From an optimization exercise on the open Yosys and OpenROAD flow, aimed at small area; shortcuts taken in it are not production practice.
At most, simulation tests tie the RTL to the original design; equivalence was not proved.
Power is estimated from default activity; no workload was simulated.

run A:
==> flow/design.v (excerpt) <==
module pe_group # (
	parameter NUM_PEGS = 4,
	parameter NUM_PES = 8,
	parameter LOG2_PES = 3,
	parameter IN_DATA_TYPE = 8,
	parameter OUT_DATA_TYPE = 16)(
		clk,
		rst,
		i_data_valid,
		i_data_bus,
		i_stationary,
		i_dest_bus,
		i_vn_seperator,
		o_data_valid,
		o_data_bus
);
For scale: ~18,000 cells after synthesis, about 0.19 sq mm of cells after synthesis.
Settings: LEC_CHECK=0, CAP_MARGIN=20, CORE_MARGIN=2, CORE_UTILIZATION=55, CTS_CLUSTER_DIAMETER=60, CTS_CLUSTER_SIZE=30, GPL_TIMING_DRIVEN=0, SETUP_SLACK_MARGIN=0.1, SLEW_MARGIN=20; clock period 5.5 ns.
standard.sh (not shown) runs the stock make flow with config.mk's settings and CLKGATE_MAP_FILE= SYNTH_SCRIPT=/design/flow/synth_recipe.tcl, a recipe that flattens the netlist after the stock synthesis.
==> flow/flow/run.sh <==
#!/bin/bash
# The standard layout (the standard.sh, with the standard flow's own synthesis), with the
# buffers that Yosys/ABC put in the netlist removed at floorplan instead of kept.
set -euo pipefail
bash standard.sh REMOVE_ABC_BUFFERS=1 finish > standard_flow.log 2>&1
Run A ran to completion and came out clean on the timing, DRC and antenna checks.
Relative to run A, the following input files were edited for run B:
diff --git a/flow/config.mk b/flow/config.mk
--- a/flow/config.mk
+++ b/flow/config.mk
@@ -8,7 +8,8 @@
 export CAP_MARGIN = 20
 export CORE_MARGIN = 2
-export CORE_UTILIZATION = 55
-export CTS_CLUSTER_DIAMETER = 60
-export CTS_CLUSTER_SIZE = 30
+export CORE_UTILIZATION = 60
+export CTS_BUF_LIST = sky130_fd_sc_hd__clkbuf_8
+export CTS_CLUSTER_DIAMETER = 50
+export CTS_CLUSTER_SIZE = 20
 export GPL_TIMING_DRIVEN = 0
 export SETUP_SLACK_MARGIN = 0.1
### Flow results
- Number of multi-input combinational cells delta (run B -> run A): insignificant
- Run B — per-cell via count in the routed design 0.14 higher, run A as reference
- Delta (run B minus run A): layout buffer count excluding clock buffers higher, count of standard-cell rows has decreased.
- Run B has critical path arrival above what run A had.
- Lower setup slack among run A and run B: run A
- Run B has completed all stages; timing, DRC and antenna checks passed.
- Relative to run A, length of routed met3 wiring has increased by 18% in run B.
- [run B vs run A] final estimated routing congestion in global placement: higher in run B
- Going from run A to run B, achievable frequency did not really move, wire length saw a decrease, combined buffer and inverter count along the critical path decreased 2.
--- input diff run B..run C ---
==> flow/run.sh (new file) <==
#!/bin/bash
# synth_recipe.tcl (not shown) runs the flow's synth.tcl, then flattens the netlist and writes it again
# the make line also repeats each setting of config.mk as NAME=value (left out here)
make -C /OpenROAD-flow-scripts/flow DESIGN_CONFIG=/design/flow/config.mk WORK_HOME=/design/flow/orfs CLKGATE_MAP_FILE= SYNTH_SCRIPT=/design/flow/synth_recipe.tcl finish
diff --git a/flow/config.mk b/flow/config.mk
--- a/flow/config.mk
+++ b/flow/config.mk
@@ -8,8 +8,7 @@
 export CAP_MARGIN = 20
 export CORE_MARGIN = 2
-export CORE_UTILIZATION = 60
-export CTS_BUF_LIST = sky130_fd_sc_hd__clkbuf_8
-export CTS_CLUSTER_DIAMETER = 50
-export CTS_CLUSTER_SIZE = 20
+export CORE_UTILIZATION = 55
+export CTS_CLUSTER_DIAMETER = 60
+export CTS_CLUSTER_SIZE = 30
 export GPL_TIMING_DRIVEN = 0
 export SETUP_SLACK_MARGIN = 0.1
removed: flow/flow/run.sh
removed: flow/standard.sh
Results
Between run B and run C, area share of buffers outside the clock network increased.
Between run C and run B, the aggregate routed wire length is higher for run C.
| footprint of the multi-input gates | run B vs run C | ≈ equal |
On run C: setup slack is 0.0035 ns lower than what run B gave.
Area of the placeable core in run C is 9.1% higher than in run B
Run C completed every stage of the flow, and the final layout passed the timing, DRC and antenna checks.
Every stage of the flow completed for run B, and the final layout passed the timing, DRC and antenna checks.
Global-route usage: run C vs run B down 1.8 points
Looking at area growth from synthesis to layout, run C sits 4.0 points above run B.
The following lists how run D was set up differently from run C:
==> flow/flow/run.sh (new file) <==
#!/bin/bash
# The standard layout (the standard.sh, with the standard flow's own synthesis), with the
# buffers that Yosys/ABC put in the netlist removed at floorplan instead of kept,
# and every input and output port buffered with the library's smallest buffer.
set -euo pipefail
bash standard.sh REMOVE_ABC_BUFFERS=1 "BUFFER_PORTS_ARGS=-buffer_cell sky130_fd_sc_hd__buf_1" finish > standard_flow.log 2>&1
==> flow/standard.sh (new file) <==
#!/bin/bash
# synth_recipe.tcl (not shown) runs the flow's synth.tcl, then flattens the netlist and writes it again
# the make line also repeats each setting of config.mk as NAME=value (left out here)
make -C /OpenROAD-flow-scripts/flow DESIGN_CONFIG=/design/flow/config.mk WORK_HOME=/design/flow/orfs CLKGATE_MAP_FILE= SYNTH_SCRIPT=/design/flow/synth_recipe.tcl "${@:-finish}"
diff --git a/flow/config.mk b/flow/config.mk
--- a/flow/config.mk
+++ b/flow/config.mk
@@ -8,7 +8,8 @@
 export CAP_MARGIN = 20
 export CORE_MARGIN = 2
-export CORE_UTILIZATION = 55
-export CTS_CLUSTER_DIAMETER = 60
-export CTS_CLUSTER_SIZE = 30
+export CORE_UTILIZATION = 60
+export CTS_BUF_LIST = sky130_fd_sc_hd__clkbuf_8
+export CTS_CLUSTER_DIAMETER = 50
+export CTS_CLUSTER_SIZE = 20
 export GPL_TIMING_DRIVEN = 0
 export SETUP_SLACK_MARGIN = 0.1
removed: flow/run.sh
### Flow results
- Re post-route setup TNS: no difference whatsoever between run D and run C.
- Comparing run C and run D, the higher post-layout utilization of the core was measured on run D.
- Going from run C to run D, number of antenna violations at the first check in global routing increased 83%, number of buffer and inverter stages on the critical path increased 3, total track usage increased 1.4 points, combinational gate power decreased 16%.
- On final cell count without fillers, the higher figure sits with run C, not run D.
- Launch point of the worst path: grp[1].u_peg.r_eq[7][5] -> run D, grp[0].u_peg.u_fan.r_o[49] -> run C
The inputs of run E differ from those of run D as listed below.
==> flow/flow/run.sh <==
#!/bin/bash
# The standard layout (the standard.sh, with the standard flow's own synthesis), with the
# buffers that Yosys/ABC put in the netlist removed at floorplan instead of kept.
set -euo pipefail
bash standard.sh REMOVE_ABC_BUFFERS=1 finish > standard_flow.log 2>&1
diff --git a/flow/config.mk b/flow/config.mk
--- a/flow/config.mk
+++ b/flow/config.mk
@@ -8,5 +8,5 @@
 export CAP_MARGIN = 20
 export CORE_MARGIN = 2
-export CORE_UTILIZATION = 60
+export CORE_UTILIZATION = 68
 export CTS_BUF_LIST = sky130_fd_sc_hd__clkbuf_8
 export CTS_CLUSTER_DIAMETER = 50
### Flow results
Run E has completed all stages; timing, DRC and antenna checks passed.
Relative to run D, the number of standard cells in the layout, taps in and fillers out measured on run E has decreased by a few percent.
Maximum frequency on run E is down relative to run D.
Clock latency of the later-clocked register in the worst-skew pair of run E is on par with run D.
Relative to run D, core utilization increased by 11 points in run E.
Compared with run D, run E shows a vertical die dimension that is 6.0% lower.
Routed wire in run E totals less than in run D.
Run D and run E ended up with nearly the same ratio of cells with drive above 1 in the final layout.
Post-CTS repair timing setup buffer count: run D and run E compared, higher one is run E

* * *

pe_group, a different RTL version from the one above (not shown whole).
Size: ~3500 flip-flops, about 1000 I/O pins, ~180000 um^2 of cells after synthesis.
clock: 5.5 ns
lec_check: 0
cap_margin: 20
core_margin: 2
core_utilization: 40
slew_margin: 20
run.sh (not shown) runs the stock make flow with config.mk's settings and CLKGATE_MAP_FILE= SYNTH_SCRIPT=/design/flow/synth_recipe.tcl, a recipe that flattens the netlist after the stock synthesis.
Stock flow here: none of the scripts above is used.
The starting point completed, yet does not pass: setup timing.
Edit:
GPL_TIMING_DRIVEN = 0   (was not set)
Outcome:
- The changed run finished but fails on setup timing
- total power hardly moves
- clock skew climbs by 29 ps
- hold slack gets worse by 15 ps
- final area falls by 1.7%
- setup slack got worse by 34 ps
- global-route usage rises by 0.65 points
- clock-buffer cell count grows by 15
- utilization came out lower by 0.83 points
- sequential share of layout area came out higher by 0.75 points
- cell count shrinks by 2.2%
- combinational power fell by about 2%

* * *

## run 1
pe_group, a different RTL version from the one above (not shown whole).
For scale: ~18,000 cells after synthesis, roughly 190,000 um2 of cells after synthesis.
Design pe_group, start of the top module:
module pe_group # (
	parameter NUM_PEGS = 4,
	parameter NUM_PES = 8,
	parameter LOG2_PES = 3,
	parameter IN_DATA_TYPE = 8,
	parameter OUT_DATA_TYPE = 16)(
		clk,
		rst,
		i_data_valid,
		i_data_bus,
		i_stationary,
		i_dest_bus,
		i_vn_seperator,
		o_data_valid,
		o_data_bus
);
make LEC_CHECK=0 CAP_MARGIN=20 CORE_MARGIN=2 CORE_UTILIZATION=40 GPL_TIMING_DRIVEN=0 SETUP_SLACK_MARGIN=0.1 SLEW_MARGIN=20 finish   # period 5.5 ns
The inputs of run 2 differ from those of run 1 as listed below.
diff --git a/flow/config.mk b/flow/config.mk
--- a/flow/config.mk
+++ b/flow/config.mk
@@ -8,5 +8,5 @@
 export CAP_MARGIN = 20
 export CORE_MARGIN = 2
-export CORE_UTILIZATION = 40
+export CORE_UTILIZATION = 55
 export GPL_TIMING_DRIVEN = 0
 export SETUP_SLACK_MARGIN = 0.1
Results
Compared with run 1, run 2 has less setup slack.
Lower worst vdd rail ir drop was reported by run 1, not run 2.
~same maximum frequency in run 1 and run 2
> inputs changed (run 2 -> run 3)
==> flow/flow/run.sh (new file) <==
#!/bin/bash
# The standard layout (the standard.sh, with the standard flow's own synthesis), with the
# buffers that Yosys/ABC put in the netlist removed at floorplan instead of kept.
set -euo pipefail
bash standard.sh REMOVE_ABC_BUFFERS=1 finish > standard_flow.log 2>&1
==> flow/standard.sh (new file) <==
#!/bin/bash
# synth_recipe.tcl (not shown) runs the flow's synth.tcl, then flattens the netlist and writes it again
# the make line also repeats each setting of config.mk as NAME=value (left out here)
make -C /OpenROAD-flow-scripts/flow DESIGN_CONFIG=/design/flow/config.mk WORK_HOME=/design/flow/orfs CLKGATE_MAP_FILE= SYNTH_SCRIPT=/design/flow/synth_recipe.tcl "${@:-finish}"
diff --git a/flow/config.mk b/flow/config.mk
--- a/flow/config.mk
+++ b/flow/config.mk
@@ -9,4 +9,6 @@
 export CORE_MARGIN = 2
 export CORE_UTILIZATION = 55
+export CTS_CLUSTER_DIAMETER = 60
+export CTS_CLUSTER_SIZE = 30
 export GPL_TIMING_DRIVEN = 0
 export SETUP_SLACK_MARGIN = 0.1
removed: flow/run.sh
Findings:
- Compared run 3 vs run 2, and total met3 wirelength after detailed routing is down in run 3.
- Diff run 2 -> run 3: wire length on met1 decreased 15 mm, number of non-clock inverters in the layout essentially unchanged, area growth from synthesis to layout decreased 2.7 points, power dissipated by switching net loads increased about 1.2%.
- Run 3 gives less via count than run 2 did.
- The run showing the greater global-route total usage across every layer is run 2.
- Density: run 3 sparser than run 2
[inputs] run 4 vs run 3
==> flow/run.sh (new file) <==
#!/bin/bash
# synth_recipe.tcl (not shown) runs the flow's synth.tcl, then flattens the netlist and writes it again
# the make line also repeats each setting of config.mk as NAME=value (left out here)
make -C /OpenROAD-flow-scripts/flow DESIGN_CONFIG=/design/flow/config.mk WORK_HOME=/design/flow/orfs CLKGATE_MAP_FILE= SYNTH_SCRIPT=/design/flow/synth_recipe.tcl finish
removed: flow/flow/run.sh
removed: flow/standard.sh
Notes after the runs:
Run 4 finished end to end and its layout was clean on timing, DRC and antenna. Run 3 ended up with o_data_bus[443] as its end of the critical path; run 4 ended up with grp[1].u_peg.u_fan.r_o[61]. Changes observed in run 4 relative to run 3: sequential fraction of design power went down; combined buffer and inverter count along the critical path picked up an extra 4; final area shows an increase of 1.6%; flip-flop and latch share of the layout cell area fell 0.55 points; clock power share lower. Summary of run 4 over run 3: sum of internal, switching and leakage power grew by 1300 uW, worst-case setup margin in the final layout rose by 0.026 ns, pin slew with the least headroom to its limit saw an increase, total detailed-routing wirelength moved up, total met3 wirelength after detailed routing rose about 15%. The relative slew slack of run 4 was inferior to that of run 3.

* * *

Another version of the RTL of pe_group (not shown whole).
Size in the first run: ~17000 cells after synthesis, ~180000 sq um of cells after synthesis.
export LEC_CHECK = 0
export CAP_MARGIN = 20
export CORE_MARGIN = 2
export CORE_UTILIZATION = 40
export CTS_BUF_LIST = sky130_fd_sc_hd__clkbuf_4 sky130_fd_sc_hd__clkbuf_8
export GPL_TIMING_DRIVEN = 0
export SETUP_SLACK_MARGIN = 0.2
export SLEW_MARGIN = 20
create_clock -name core_clock -period 5.5 [get_ports {clk}]
Stock flow here: none of the scripts above is used.
The baseline finished but failed the layout checks on setup timing.
Edit:
CTS_BUF_LIST = unset   (was sky130_fd_sc_hd__clkbuf_4 sky130_fd_sc_hd__clkbuf_8)
=> The new run completed and failed the layout checks on setup timing; utilization decreases by 0.10 points; final area barely changes; power increases by 0.40%; sequential power is about the same; area after synthesis stays the same; sequential share of layout area hardly moves; hold slack degrades by 15 ps; clock-buffer cell count decreases by 392; wire length decreases by 0.61%; clock power increases by about 3%.
Function was not checked in any run of this note: the RTL went through the layout flow alone.

* * *

before:
RTL: one of the versions met above, not the one the previous note started from.
Size in the first run: ~18000 cells after synthesis, about 1000 I/O pins, ~190000 um^2 of cells after synthesis.
export LEC_CHECK = 0
export CAP_MARGIN = 20
export CORE_MARGIN = 2
export CORE_UTILIZATION = 60
export CTS_BUF_LIST = sky130_fd_sc_hd__clkbuf_8
export CTS_CLUSTER_DIAMETER = 45
export CTS_CLUSTER_SIZE = 18
export GPL_TIMING_DRIVEN = 0
export SETUP_SLACK_MARGIN = 0.05
export SLEW_MARGIN = 20
create_clock -name core_clock -period 5.5 [get_ports {clk}]
standard.sh (not shown) runs the stock make flow with config.mk's settings and CLKGATE_MAP_FILE= SYNTH_SCRIPT=/design/flow/synth_recipe.tcl, a recipe that flattens the netlist after the stock synthesis.
==> flow/flow/run.sh <==
#!/bin/bash
# The standard layout (the standard.sh, with the standard flow's own synthesis), with the
# buffers that Yosys/ABC put in the netlist removed at floorplan instead of kept.
set -euo pipefail
bash standard.sh REMOVE_ABC_BUFFERS=1 finish > standard_flow.log 2>&1
before closes out successfully: all stages finished, all timing, DRC and antenna checks passed.
Input changes introduced in after (baseline for comparison: before):
Settings: SETUP_SLACK_MARGIN changed from 0.05 to 0.1; CTS_CLUSTER_SIZE changed from 18 to 20; CTS_CLUSTER_DIAMETER changed from 45 to 50; CORE_UTILIZATION changed from 60 to 68.
==> flow/flow/run.sh <==
#!/bin/bash
# The standard layout (the standard.sh, with the standard flow's own synthesis), with the
# buffers that Yosys/ABC put in the netlist removed at floorplan instead of kept,
# and every input and output port buffered with the library's smallest buffer.
set -euo pipefail
bash standard.sh REMOVE_ABC_BUFFERS=1 "BUFFER_PORTS_ARGS=-buffer_cell sky130_fd_sc_hd__buf_1" finish > standard_flow.log 2>&1
- STATUS worst-case hold slack: after loses against before
- Relative slew slack, before and after: smaller value in after
- Re chip height: after is 6.0% down on before.
- before reports its start point of the critical path as grp[1].u_peg.r_eq[7][7] while after reports grp[0].u_peg.r_eq[7][2].
- Looking only at global-route usage, and setting everything else aside, the lower value of before and after goes to before.

* * *

Another version of the RTL of pe_group (not shown whole).
Size in the first run: roughly 18,000 cells after synthesis, about 3,500 flip-flops, roughly 1,000 I/O pins.
Settings: LEC_CHECK=0, CAP_MARGIN=20, CORE_MARGIN=2, CORE_UTILIZATION=75, CTS_BUF_LIST=sky130_fd_sc_hd__clkbuf_8, CTS_CLUSTER_DIAMETER=50, CTS_CLUSTER_SIZE=20, GPL_TIMING_DRIVEN=0, SETUP_SLACK_MARGIN=0.05, SLEW_MARGIN=20; clock period 5.5 ns.
==> flow/flow/run.sh <==
#!/bin/bash
# The standard layout (the standard.sh, with the standard flow's own synthesis), with the
# buffers that Yosys/ABC put in the netlist removed at floorplan instead of kept,
# and every input and output port buffered with the library's smallest buffer.
set -euo pipefail
bash standard.sh REMOVE_ABC_BUFFERS=1 "BUFFER_PORTS_ARGS=-buffer_cell sky130_fd_sc_hd__buf_1" finish > standard_flow.log 2>&1
The first run produced a clean layout.
Then changed:
--- a/flow/config.mk
+++ b/flow/config.mk
@@ -8,9 +8,9 @@
 export CAP_MARGIN = 20
 export CORE_MARGIN = 2
-export CORE_UTILIZATION = 75
+export CORE_UTILIZATION = 60
 export CTS_BUF_LIST = sky130_fd_sc_hd__clkbuf_8
 export CTS_CLUSTER_DIAMETER = 50
 export CTS_CLUSTER_SIZE = 20
 export GPL_TIMING_DRIVEN = 0
-export SETUP_SLACK_MARGIN = 0.05
+export SETUP_SLACK_MARGIN = 0.1
 export SLEW_MARGIN = 20
Effect: The new run passed the timing, DRC and antenna checks; utilization falls by 15 points; power goes up by 2.4%; hold slack improved by 0.032 ns; first-iteration DRC count came out lower by 17%; cell area rose by 1.4%; synthesized cell count is unchanged; die area rose by 25%.
Then changed:
--- a/flow/config.mk
+++ b/flow/config.mk
@@ -8,5 +8,5 @@
 export CAP_MARGIN = 20
 export CORE_MARGIN = 2
-export CORE_UTILIZATION = 60
+export CORE_UTILIZATION = 68
 export CTS_BUF_LIST = sky130_fd_sc_hd__clkbuf_8
 export CTS_CLUSTER_DIAMETER = 50
Outcome: Sequential share of layout area rose by 0.35 points. Worst setup slack is better by 0.023 ns. Die area shrinks by 12%. Utilization is higher by 7.9 points. Total power fell by 2.5%. Critical path depth increases by 4. Register-to-register slack is worse by 0.02 ns.
Then changed:
==> flow/flow/run.sh (replaced) <==
#!/bin/bash
# The standard layout (the standard.sh, with the standard flow's own synthesis), with the
# buffers that Yosys/ABC put in the netlist removed at floorplan instead of kept.
set -euo pipefail
bash standard.sh REMOVE_ABC_BUFFERS=1 finish > standard_flow.log 2>&1
After rerunning: The new run ran to the end with no violations. Routed wire length climbs by 1.3%. Via count grows by about 0.6%. Utilization rose by 2.2 points. Worst hold slack improves by 0.046 ns. Register-to-register slack is worse by 0.03 ns.

## separate check: timing with driven ports
How much do the figures lean on ideal ports? The routed layouts below were timed once more, with nothing changed but the port constraints.
Step 1 assumes that a clkbuf_16 drives the clock port and a buf_2 every other input.
Step 2 times the ports against the registers' clock, not the clock port: input delays grow and output delays shrink by t, the midpoint of the rising clock arrivals with the driver on.
a / b / c = ideal ports / drivers / drivers and shift; a / b = the first two.
run	t (ns)	setup WS [ns]	hold WS [ns]	worst setup path after step 2	worst data-port slew with drivers (ns)
run A	1.050	0.259 / 0.167 / 0.259	0.286 / 0.286 / 0.286	register to register	0.19
run B	1.188	0.264 / 0.209 / 0.264	0.297 / 0.297 / 0.297	register to register	0.20
run C	1.045	0.260 / 0.136 / 0.297	0.303 / 0.303 / 0.303	register to register	0.23
run D	1.178	0.308 / 0.210 / 0.308	0.249 / 0.163 / 0.309	register to register	0.20
run E	1.187	0.212 / 0.133 / 0.212	0.290 / 0.233 / 0.290	register to register	0.20
the first run of note 2	1.082	-0.012 / -0.012 / -0.012	0.302 / 0.302 / 0.302	register to register	0.14
the second run of note 2	1.083	-0.046 / -0.046 / -0.046	0.287 / 0.287 / 0.287	register to register	0.14
run 1	1.100	0.235 / 0.146 / 0.235	0.259 / 0.259 / 0.259	register to register	0.18
run 2	1.058	0.221 / 0.145 / 0.221	0.304 / 0.304 / 0.304	register to register	0.26
run 3	1.050	0.203 / 0.083 / 0.294	0.299 / 0.299 / 0.299	register to register	0.44
run 4	1.043	0.229 / 0.135 / 0.229	0.288 / 0.288 / 0.288	register to register	0.25
the first run of note 4	1.335	-0.309 / -0.309 / -0.309	0.273 / 0.273 / 0.273	register to register	0.15
the second run of note 4	1.104	-0.365 / -0.365 / -0.365	0.258 / 0.258 / 0.258	register to register	0.17
before	1.210	0.243 / 0.179 / 0.243	0.308 / 0.308 / 0.308	register to register	0.20
after	1.184	0.199 / 0.199 / 0.199	0.280 / 0.193 / 0.280	register to register	0.19
the first run of note 6	1.195	0.174 / 0.075 / 0.238	0.216 / 0.143 / 0.274	register to register	0.31
the second run of note 6	1.224	0.217 / 0.105 / 0.313	0.248 / 0.158 / 0.292	register to register	0.21
the third run of note 6	1.183	0.240 / 0.145 / 0.286	0.251 / 0.178 / 0.282	register to register	0.20
the fourth run of note 6	1.194	0.259 / 0.158 / 0.259	0.298 / 0.296 / 0.298	register to register	0.19
